What follows belongs to an exercise in optimizing a design on an open flow for small area, a short achievable clock period and few clock cycles; a production flow would make more cautious choices. Where RTL was checked, it was by simulation tests only, not by an equivalence proof against the original.

Setup of run X:
==> module cascaded_alu, before the edit <==
module cascaded_alu (A1, B1, op_sel, clk, rst, start_op, end_op, result);
    input  [15:0] A1;
    input  [15:0] B1;
    input  [2:0]  op_sel;
    input         clk;
    input         rst;
    input         start_op;
    output        end_op;
    output [31:0] result;
    localparam W = 4;
    localparam K = 16 / W;
    localparam N = 16 + W;
    function automatic [32:0] padd(input [31:0] x, input [31:0] y, input ci, input integer n);
        reg [31:0] g, p, h;
        reg [32:0] c;
        integer i, l, j;
        begin
            h = x ^ y;
            g = x & y;
            p = h;
            g[0] = g[0] | (p[0] & ci);
            for (l = 0; (1 << l) < n; l = l + 1)
                for (i = 0; i < n; i = i + 1)
                    if ((i >> l) & 1) begin
                        j = ((i >> l) << l) - 1;
                        g[i] = g[i] | (p[i] & g[j]);
                        p[i] = p[i] & p[j];
                    end
            c = {g, ci};
            padd = 33'd0;
            for (i = 0; i < n; i = i + 1)
                padd[i] = h[i] ^ c[i];
            padd[n] = c[n];
        end
    endfunction
    reg  [K:1]  s;       
    reg  [31:0] r;       
    wire mstart = start_op & (op_sel == 3'd0);
    always @(posedge clk)
        if (rst) s <= '0;
        else     s <= {s[K-1:1], mstart};
    reg [W-1:0] dig;
    integer i;
    always @* begin
        dig = {W{start_op}} & B1[W-1:0];
        for (i = 1; i < K; i = i + 1)
            dig = dig | ({W{s[i]}} & B1[i*W +: W]);
    end
    reg [N-1:0] cs_s, cs_c, row;
    reg [32:0]  tsum;
    integer j;
    always @* begin
        cs_s = {{W{1'b0}}, start_op ? 16'd0 : r[31:16]};
        cs_c = {N{1'b0}};
        for (j = 0; j < W; j = j + 1) begin
            row  = {{W{1'b0}}, A1 & {16{dig[j]}}} << j;
            {cs_s, cs_c} = {cs_s ^ cs_c ^ row,
                            ((cs_s & cs_c) | (cs_s & row) | (cs_c & row)) << 1};
        end
        tsum = padd(cs_s, cs_c, 1'b0, N);
    end
    always @(posedge clk)
        r <= {tsum[N-1:0], r[15:W]};
    wire d0  = (op_sel == 3'd0);
    wire dar = ~op_sel[2] & (op_sel[1] | op_sel[0]);
    wire sub = (op_sel == 3'd2);
    wire d4  = (op_sel == 3'd4);
    wire d5  = (op_sel == 3'd5);
    wire d6  = (op_sel == 3'd6);
    wire d7  = (op_sel == 3'd7);
    wire [32:0] asum = padd({16'd0, A1}, {16'd0, B1 ^ {16{sub}}}, op_sel[1], 16);
    wire        c16  = asum[16];
    wire [15:0] lo = ({16{d0}}  & r[15:0])
                   | ({16{dar}} & asum[15:0])
                   | ({16{d4}}  & (A1 | B1))
                   | ({16{d5}}  & (A1 & B1))
                   | ({16{d6}}  & (A1 ^ B1))
                   | ({16{d7}}  & ~B1);
    wire [15:0] hi = ({16{d0}}  & r[31:16])
                   | ({16{d7}}  & ~A1)
                   | {{15{sub & ~c16}}, dar & (c16 ^ sub)};
    assign result = {hi, lo};
    assign end_op = (start_op & ~d0) | s[K];
endmodule
Settings: LEC_CHECK=0, CAP_MARGIN=20, CORE_MARGIN=2, CORE_UTILIZATION=40, SETUP_SLACK_MARGIN=2.0, SLEW_MARGIN=20; clock period 7.5 ns.
run.sh (not shown) runs the stock make flow with config.mk's settings and CLKGATE_MAP_FILE= SYNTH_SCRIPT=/design/flow/synth_recipe.tcl, a recipe that flattens the netlist after the stock synthesis.
Testbench counts of run X, summed over its fixed seeds: cycles 35,988.
The following lists how run C was set up differently from run X:
diff --git a/flow/design.v b/flow/design.v
--- a/flow/design.v
+++ b/flow/design.v
@@ -62,23 +62,20 @@
     always @(posedge clk)
         r <= {tsum[N-1:0], r[15:W]};
-    wire d0  = (op_sel == 3'd0);
-    wire dar = ~op_sel[2] & (op_sel[1] | op_sel[0]);
-    wire sub = (op_sel == 3'd2);
-    wire d4  = (op_sel == 3'd4);
-    wire d5  = (op_sel == 3'd5);
-    wire d6  = (op_sel == 3'd6);
-    wire d7  = (op_sel == 3'd7);
+    wire        sub  = op_sel[1] & ~op_sel[0];
     wire [32:0] asum = padd({16'd0, A1}, {16'd0, B1 ^ {16{sub}}}, op_sel[1], 16);
-    wire        c16  = asum[16];
-    wire [15:0] lo = ({16{d0}}  & r[15:0])
-                   | ({16{dar}} & asum[15:0])
-                   | ({16{d4}}  & (A1 | B1))
-                   | ({16{d5}}  & (A1 & B1))
-                   | ({16{d6}}  & (A1 ^ B1))
-                   | ({16{d7}}  & ~B1);
-    wire [15:0] hi = ({16{d0}}  & r[31:16])
-                   | ({16{d7}}  & ~A1)
-                   | {{15{sub & ~c16}}, dar & (c16 ^ sub)};
-    assign result = {hi, lo};
-    assign end_op = (start_op & ~d0) | s[K];
+    wire [16:0] sum  = asum[16:0];
+    wire [15:0] ahi  = {{15{sub & ~sum[16]}}, sum[16] ^ sub};
+    reg [31:0] res;
+    always @* begin
+        case (op_sel)
+            3'd0:    res = r;
+            3'd1, 3'd2, 3'd3: res = {ahi, sum[15:0]};
+            3'd4:    res = {16'd0, A1 | B1};
+            3'd5:    res = {16'd0, A1 & B1};
+            3'd6:    res = {16'd0, A1 ^ B1};
+            default: res = {~A1, ~B1};
+        endcase
+    end
+    assign result = res;
+    assign end_op = (start_op & (op_sel != 3'd0)) | s[K];
 endmodule
Results
Compared to run X, run C has fraction of cell area in non-clock buffers 0.98 points lower. Run C: relative area change from synthesis to final layout lower than run X. Run C vs. run X: global-route usage shows an increase of 1.5 points; worst-margin pin slew increased 0.38 ns; worst hold slack grew by 0.0044 ns. On source-to-sink clock delay at the later pin of the worst-skew pair, run X and run C are basically level. Run C falls short of run X in total chip power. Area of the mapped netlist was lower in run X than in run C. Area taken by flip-flops and latches of run X is on par with run C. Run C vs. run X: post-synthesis average cell area has decreased; highest attainable clock frequency has increased.
Function not checked in run C: the RTL went through the layout flow alone.

static timing again, ports no longer ideal:
How much do the figures lean on ideal ports? The routed layouts below were timed once more, with nothing changed but the port constraints.
Step 1, drivers: a clkbuf_16 drives clk and a buf_2 each remaining input, both assumed.
Step 2 adds t to the input delays and takes it off the output delays; t is the mean of the earliest and latest rising clock arrival at the registers after step 1. Input paths then give back, and output paths get back, about the clock's delay inside the block.
Three values: ideal ports, drivers, drivers and shift; two values: the first two.
run	shift t [ns]	setup slack, ns	latest minus earliest clock arrival (ns)
run X	0.326	1.605 / 1.569 / 1.569	0.013 / 0.012
run C	0.339	1.660 / 1.628 / 1.604	0.005 / 0.005
After both steps setup and hold are still met in every run listed. The setup slack of run C, which loses most, moves by -0.032 ns with the drivers and by -0.056 ns with both steps.
